Background: an optimization exercise with open tools, aiming at small area, a short achievable clock period and few clock cycles per item. Do not read the settings as production practice.
At most, simulation tests tie the RTL to the original design; equivalence was not proved.

==> trial 15 <==
==> flow/design.v (excerpt) <==
module fm_lpr_fir (
    input  logic        clock,
    input  logic        reset,
    input  logic [31:0] x_in,
    output logic        x_rd_en,
    input  logic        x_empty,
    output logic [31:0] y_out,
    input  logic        y_out_full,
    output logic        y_wr_en
);
Settings: LEC_CHECK=0, ABC_CLOCK_PERIOD_IN_PS=4000, CAP_MARGIN=20, CORE_MARGIN=2, CORE_UTILIZATION=40, SLEW_MARGIN=20; clock period 12.0 ns.
standard.sh (not shown) runs the stock make flow with config.mk's settings and CLKGATE_MAP_FILE= SYNTH_SCRIPT=/design/flow/synth_recipe.tcl, a recipe that flattens the netlist after the stock synthesis.
==> flow/flow/run.sh <==
#!/bin/bash
# Standard layout, with faster port buffers and timing repair aimed below the clock period.
set -euo pipefail
bash standard.sh \
  BUFFER_PORTS_ARGS="-buffer_cell sky130_fd_sc_hd__buf_4" \
  SETUP_SLACK_MARGIN=6.6 \
  finish > flow_make.log 2>&1
==> inputs of trial 9, as changes to trial 15 <==
--- a/flow/design.v
+++ b/flow/design.v
@@ -116,11 +116,11 @@
 );
 logic [31:0] x;           
 logic [31:0] y;           
 logic        xv;          
 logic [2:0]  cnt;         
-logic [7:0]  ph;          
+logic [20:0] sel;
 logic        sh;          
 logic        ov;          
 logic [27:0] yreg;
 logic        rd;
 assign rd = x_rd_en & ~x_empty;
@@ -136,78 +136,78 @@
 logic [31:0] sa0, sb0, sa1, sb1, sa2, sb2, sa3, sb3;
 logic nz0l, nz1l, nz2l, nz3l;
 logic sp0l, sp1l, sp2l, sp3l;
 logic [31:0] s0_0;
 logic [31:0] s0_1;
-assign s0_0 = ({32{ph[0] | ph[2]}} & (x << 0))
-    | ({32{ph[1] | ph[6]}} & (y << 1))
-    | ({32{ph[3] | ph[4] | ph[7]}} & (y << 0));
-assign s0_1 = ({32{ph[0] | ph[5]}} & (y << 2))
-    | ({32{ph[1] | ph[3]}} & (y << 3))
-    | ({32{ph[2]}} & (x << 5))
-    | ({32{ph[4]}} & (x << 4));
+assign s0_0 = ({32{sel[0]}} & (x << 0))
+    | ({32{sel[1]}} & (y << 1))
+    | ({32{sel[2]}} & (y << 0));
+assign s0_1 = ({32{sel[3]}} & (y << 2))
+    | ({32{sel[4]}} & (y << 3))
+    | ({32{sel[5]}} & (x << 5))
+    | ({32{sel[6]}} & (x << 4));
 assign sa0 = s0_0;
 assign sb0 = s0_1;
-assign nz0l = ((ph[0] | ph[2] | ph[3] | ph[4] | ph[7]) & nz0) | ((ph[1] | ph[6]) & nz1) | ((ph[5]) & nz2);
+assign nz0l = (sel[7] & nz0) | (sel[1] & nz1) | (sel[8] & nz2);
 logic [31:0] s1_0;
 logic [31:0] s1_1;
 logic [31:0] s1_2;
-assign s1_0 = ({32{ph[0] | ph[5]}} & (y << 0))
-    | ({32{ph[1] | ph[2] | ph[6]}} & (~x << 1))
-    | ({32{ph[3] | ph[4] | ph[7]}} & (~y << 0));
-assign s1_1 = ({32{ph[0] | ph[2]}} & (x << 6))
-    | ({32{ph[1]}} & ((x << 9) | 32'd2))
-    | ({32{ph[3]}} & ((x << 8) | 32'd1))
-    | ({32{ph[4]}} & ((x << 8) | 32'd5))
-    | ({32{ph[5]}} & (x << 7))
-    | ({32{ph[6]}} & ((x << 6) | 32'd2))
-    | ({32{ph[7]}} & 32'd1);
-assign s1_2 = ({32{ph[0]}} & (x << 9))
-    | ({32{ph[1] | ph[6]}} & (x << 4))
-    | ({32{ph[2]}} & ((y << 7) | 32'd2))
-    | ({32{ph[3]}} & (y << 5))
-    | ({32{ph[4]}} & (~x << 2))
-    | ({32{ph[5] | ph[7]}} & (y << 3));
+assign s1_0 = ({32{sel[3]}} & (y << 0))
+    | ({32{sel[9]}} & (~x << 1))
+    | ({32{sel[2]}} & (~y << 0));
+assign s1_1 = ({32{sel[0]}} & (x << 6))
+    | ({32{sel[10]}} & ((x << 9) | 32'd2))
+    | ({32{sel[11]}} & ((x << 8) | 32'd1))
+    | ({32{sel[6]}} & ((x << 8) | 32'd5))
+    | ({32{sel[8]}} & (x << 7))
+    | ({32{sel[12]}} & ((x << 6) | 32'd2))
+    | ({32{sel[13]}} & 32'd1);
+assign s1_2 = ({32{sel[14]}} & (x << 9))
+    | ({32{sel[1]}} & (x << 4))
+    | ({32{sel[5]}} & ((y << 7) | 32'd2))
+    | ({32{sel[11]}} & (y << 5))
+    | ({32{sel[6]}} & (~x << 2))
+    | ({32{sel[15]}} & (y << 3));
 assign sa1 = s1_0 ^ s1_1 ^ s1_2;
 assign sb1 = {(s1_0[30:0] & s1_1[30:0]) | (s1_0[30:0] & s1_2[30:0]) | (s1_1[30:0] & s1_2[30:0]), 1'b0};
-assign nz1l = ((ph[0] | ph[3] | ph[4] | ph[5] | ph[7]) & nz0) | ((ph[1] | ph[2] | ph[6]) & nz1);
-assign sp1l = ((ph[0] | ph[3] | ph[4] | ph[5] | ph[7]) & sp0) | ((ph[1] | ph[2] | ph[6]) & sp1);
+assign nz1l = (sel[16] & nz0) | (sel[9] & nz1);
+assign sp1l = (sel[16] & sp0) | (sel[9] & sp1);
 logic [31:0] s2_0;
 logic [31:0] s2_1;
 logic [31:0] s2_2;
-assign s2_0 = ({32{ph[0] | ph[3] | ph[4]}} & (~y << 0))
-    | ({32{ph[1] | ph[5] | ph[6]}} & (~x << 1))
-    | ({32{ph[2] | ph[7]}} & (y << 0));
-assign s2_1 = ({32{ph[0]}} & 32'd1)
-    | ({32{ph[1]}} & ((x << 6) | 32'd2))
-    | ({32{ph[2]}} & (x << 7))
-    | ({32{ph[3]}} & ((x << 8) | 32'd5))
-    | ({32{ph[4]}} & ((x << 8) | 32'd1))
-    | ({32{ph[5] | ph[7]}} & (x << 6))
-    | ({32{ph[6]}} & ((x << 9) | 32'd2));
-assign s2_2 = ({32{ph[0] | ph[2]}} & (y << 3))
-    | ({32{ph[1] | ph[6]}} & (x << 4))
-    | ({32{ph[3]}} & (~x << 2))
-    | ({32{ph[4]}} & (y << 5))
-    | ({32{ph[5]}} & ((y << 7) | 32'd2))
-    | ({32{ph[7]}} & (x << 9));
+assign s2_0 = ({32{sel[17]}} & (~y << 0))
+    | ({32{sel[18]}} & (~x << 1))
+    | ({32{sel[19]}} & (y << 0));
+assign s2_1 = ({32{sel[14]}} & 32'd1)
+    | ({32{sel[10]}} & ((x << 6) | 32'd2))
+    | ({32{sel[5]}} & (x << 7))
+    | ({32{sel[11]}} & ((x << 8) | 32'd5))
+    | ({32{sel[6]}} & ((x << 8) | 32'd1))
+    | ({32{sel[15]}} & (x << 6))
+    | ({32{sel[12]}} & ((x << 9) | 32'd2));
+assign s2_2 = ({32{sel[0]}} & (y << 3))
+    | ({32{sel[1]}} & (x << 4))
+    | ({32{sel[11]}} & (~x << 2))
+    | ({32{sel[6]}} & (y << 5))
+    | ({32{sel[8]}} & ((y << 7) | 32'd2))
+    | ({32{sel[13]}} & (x << 9));
 assign sa2 = s2_0 ^ s2_1 ^ s2_2;
 assign sb2 = {(s2_0[30:0] & s2_1[30:0]) | (s2_0[30:0] & s2_2[30:0]) | (s2_1[30:0] & s2_2[30:0]), 1'b0};
-assign nz2l = ((ph[0] | ph[2] | ph[3] | ph[4] | ph[7]) & nz0) | ((ph[1] | ph[5] | ph[6]) & nz1);
-assign sp2l = ((ph[0] | ph[2] | ph[3] | ph[4] | ph[7]) & sp0) | ((ph[1] | ph[5] | ph[6]) & sp1);
+assign nz2l = (sel[7] & nz0) | (sel[18] & nz1);
+assign sp2l = (sel[7] & sp0) | (sel[18] & sp1);
 logic [31:0] s3_0;
 logic [31:0] s3_1;
-assign s3_0 = ({32{ph[0] | ph[3] | ph[4]}} & (y << 0))
-    | ({32{ph[1] | ph[6]}} & (y << 1))
-    | ({32{ph[5] | ph[7]}} & (x << 0));
-assign s3_1 = ({32{ph[2] | ph[7]}} & (y << 2))
-    | ({32{ph[3]}} & (x << 4))
-    | ({32{ph[4] | ph[6]}} & (y << 3))
-    | ({32{ph[5]}} & (x << 5));
+assign s3_0 = ({32{sel[17]}} & (y << 0))
+    | ({32{sel[1]}} & (y << 1))
+    | ({32{sel[15]}} & (x << 0));
+assign s3_1 = ({32{sel[19]}} & (y << 2))
+    | ({32{sel[11]}} & (x << 4))
+    | ({32{sel[20]}} & (y << 3))
+    | ({32{sel[8]}} & (x << 5));
 assign sa3 = s3_0;
 assign sb3 = s3_1;
-assign nz3l = ((ph[0] | ph[3] | ph[4] | ph[5] | ph[7]) & nz0) | ((ph[1] | ph[6]) & nz1) | ((ph[2]) & nz2);
+assign nz3l = (sel[16] & nz0) | (sel[1] & nz1) | (sel[5] & nz2);
 logic [27:0] acc  [4];
 logic [6:1]  accs [4];
 logic [3:0]  ac10, arnd, acor;
 logic [27:0] ina  [4];
 logic [6:1]  incs [4];
@@ -247,11 +247,11 @@
     if (reset) begin
         x <= '0;
         y <= '0;
         xv <= 1'b0;
         cnt <= '0;
-        ph <= 8'd1;
+        sel <= 21'b000110100000010001001;
         sh <= 1'b0;
         ov <= 1'b0;
         for (int m = 0; m < 4; m++) begin
             acc[m] <= '0;
             accs[m] <= '0;
@@ -263,13 +263,33 @@
         x <= rd ? x_in : 32'd0;
         y <= rd ? x_in + {x_in[30:0], 1'b0} : 32'd0;
         xv <= rd;
         if (rd) begin
             cnt <= cnt + 3'd1;
-            ph <= 8'd1 << cnt;
         end
-        sh <= xv & ph[7];
+        sel[0] <= (cnt == 3'd0) | (cnt == 3'd2);
+        sel[1] <= (cnt == 3'd1) | (cnt == 3'd6);
+        sel[2] <= (cnt == 3'd3) | (cnt == 3'd4) | (cnt == 3'd7);
+        sel[3] <= (cnt == 3'd0) | (cnt == 3'd5);
+        sel[4] <= (cnt == 3'd1) | (cnt == 3'd3);
+        sel[5] <= (cnt == 3'd2);
+        sel[6] <= (cnt == 3'd4);
+        sel[7] <= (cnt == 3'd0) | (cnt == 3'd2) | (cnt == 3'd3) | (cnt == 3'd4) | (cnt == 3'd7);
+        sel[8] <= (cnt == 3'd5);
+        sel[9] <= (cnt == 3'd1) | (cnt == 3'd2) | (cnt == 3'd6);
+        sel[10] <= (cnt == 3'd1);
+        sel[11] <= (cnt == 3'd3);
+        sel[12] <= (cnt == 3'd6);
+        sel[13] <= (cnt == 3'd7);
+        sel[14] <= (cnt == 3'd0);
+        sel[15] <= (cnt == 3'd5) | (cnt == 3'd7);
+        sel[16] <= (cnt == 3'd0) | (cnt == 3'd3) | (cnt == 3'd4) | (cnt == 3'd5) | (cnt == 3'd7);
+        sel[17] <= (cnt == 3'd0) | (cnt == 3'd3) | (cnt == 3'd4);
+        sel[18] <= (cnt == 3'd1) | (cnt == 3'd5) | (cnt == 3'd6);
+        sel[19] <= (cnt == 3'd2) | (cnt == 3'd7);
+        sel[20] <= (cnt == 3'd4) | (cnt == 3'd6);
+        sh <= xv & sel[13];
         ov <= sh | (ov & y_out_full);
         for (int m = 0; m < 4; m++) begin
             acc[m] <= nxa[m];
             accs[m] <= nxcs[m];
         end
==> flow/flow/run.sh (replaced) <==
#!/bin/bash
# Standard layout, with faster port buffers and timing repair aimed below the clock period.
set -euo pipefail
bash standard.sh \
  BUFFER_PORTS_ARGS="-buffer_cell sky130_fd_sc_hd__buf_4" \
  SETUP_SLACK_MARGIN=6.9 \
  finish > flow_make.log 2>&1
==> inputs of trial 16, as changes to trial 15 <==
==> flow/run.sh (new file) <==
#!/bin/bash
# synth_recipe.tcl (not shown) runs the flow's synth.tcl, then flattens the netlist and writes it again
# the make line also repeats each setting of config.mk as NAME=value (left out here)
make -C /OpenROAD-flow-scripts/flow DESIGN_CONFIG=/design/flow/config.mk WORK_HOME=/design/flow/orfs CLKGATE_MAP_FILE= SYNTH_SCRIPT=/design/flow/synth_recipe.tcl finish
Settings changed: SETUP_SLACK_MARGIN set to 5.
removed: flow/flow/run.sh
removed: flow/standard.sh
==> summary.txt <==
Against trial 16, the routed wire length of trial 15 is smaller by about 1.2%.
In trial 16 the synthesized area is smaller than in trial 9, by about 0.43%.
Setup slack: trial 16 < trial 15 < trial 9.
Design area: trial 16 is higher than trial 15 (about 1.1%).
Die area: trial 15 is smaller than trial 9 (about 0.4%).
Final cell count, highest first: trial 9, trial 16, trial 15.
==> figures <==
Outcome: trial 15 no timing/DRC/antenna violations; trial 16 no timing/DRC/antenna violations; trial 9 no timing/DRC/antenna violations
Number of vias per cell: trial 15 6.208; trial 16 6.227; trial 9 6.037
Storage element area: trial 15 6486 um2; trial 16 6481 um2; trial 9 6817 um2
Global Route met2 Usage: trial 15 37.31%; trial 16 39.44%; trial 9 38.26%
GR Layer Usage met3: trial 15 5.351%; trial 16 5.272%; trial 9 6.160%
Adder and majority cell fraction of the synthesized area: trial 15 27.66%; trial 16 27.66%; trial 9 27.50%
Routed wire length: trial 15 86650 um; trial 16 87720 um; trial 9 86850 um
Area growth syn-to-layout: trial 15 7.621%; trial 16 8.807%; trial 9 7.535%
Fraction of area in registers: trial 15 23.13%; trial 16 22.86%; trial 9 24.22%
Share of cell area taken by multi-input logic gates: trial 15 62.39%; trial 16 61.70%; trial 9 61.50%
CP Depth: trial 15 14; trial 16 3; trial 9 3
First-pass DRT Iterations: trial 15 12; trial 16 13; trial 9 10
Die outline height: trial 15 259.2 um; trial 16 259.2 um; trial 9 259.8 um
CP Launch Type: trial 15 flip-flop; trial 16 input pin; trial 9 input pin
Xor/xnor share of the synthesized area: trial 15 2.723%; trial 16 2.723%; trial 9 2.878%
Via count: trial 15 21970; trial 16 22160; trial 9 21720
Number of flip-flops and latches: trial 15 253; trial 16 253; trial 9 266
Setup repair after global routing missed its margin: trial 15 yes; trial 16 no; trial 9 yes
Testbench counts of trial 9, summed over its fixed seeds: cycles 32,792, items 4,096.
Function not checked in trial 15 and trial 16: the RTL went through the layout flow alone.

static timing again, ports no longer ideal:
Ports are ideal in the flow. The routed layouts listed here were re-timed in OpenROAD. Step 1: set_driving_cell puts a clkbuf_16 on clock and a buf_2 on each other input, an assumption about the parent block. Step 2 adds t to the input delays and takes it off the output delays; t is the mean of the earliest and latest rising clock arrival at the registers after step 1. Input paths then give back, and output paths get back, about the clock's delay inside the block. Slacks: ideal ports / drivers / drivers and shift; pairs: ideal ports / drivers.
run | t (ns) | setup slack, ns | clock arrival spread, ns
trial 15 | 0.653 | 6.622 / 6.622 / 6.622 | 0.030 / 0.029
trial 9 | 0.653 | 6.883 / 6.849 / 6.849 | 0.023 / 0.023
trial 16 | 0.673 | 6.123 / 6.093 / 6.093 | 0.018 / 0.019
After both steps every run listed still meets setup and hold. The setup slack of trial 9, which loses most, moves by -0.034 ns with the drivers and by -0.034 ns with both steps.
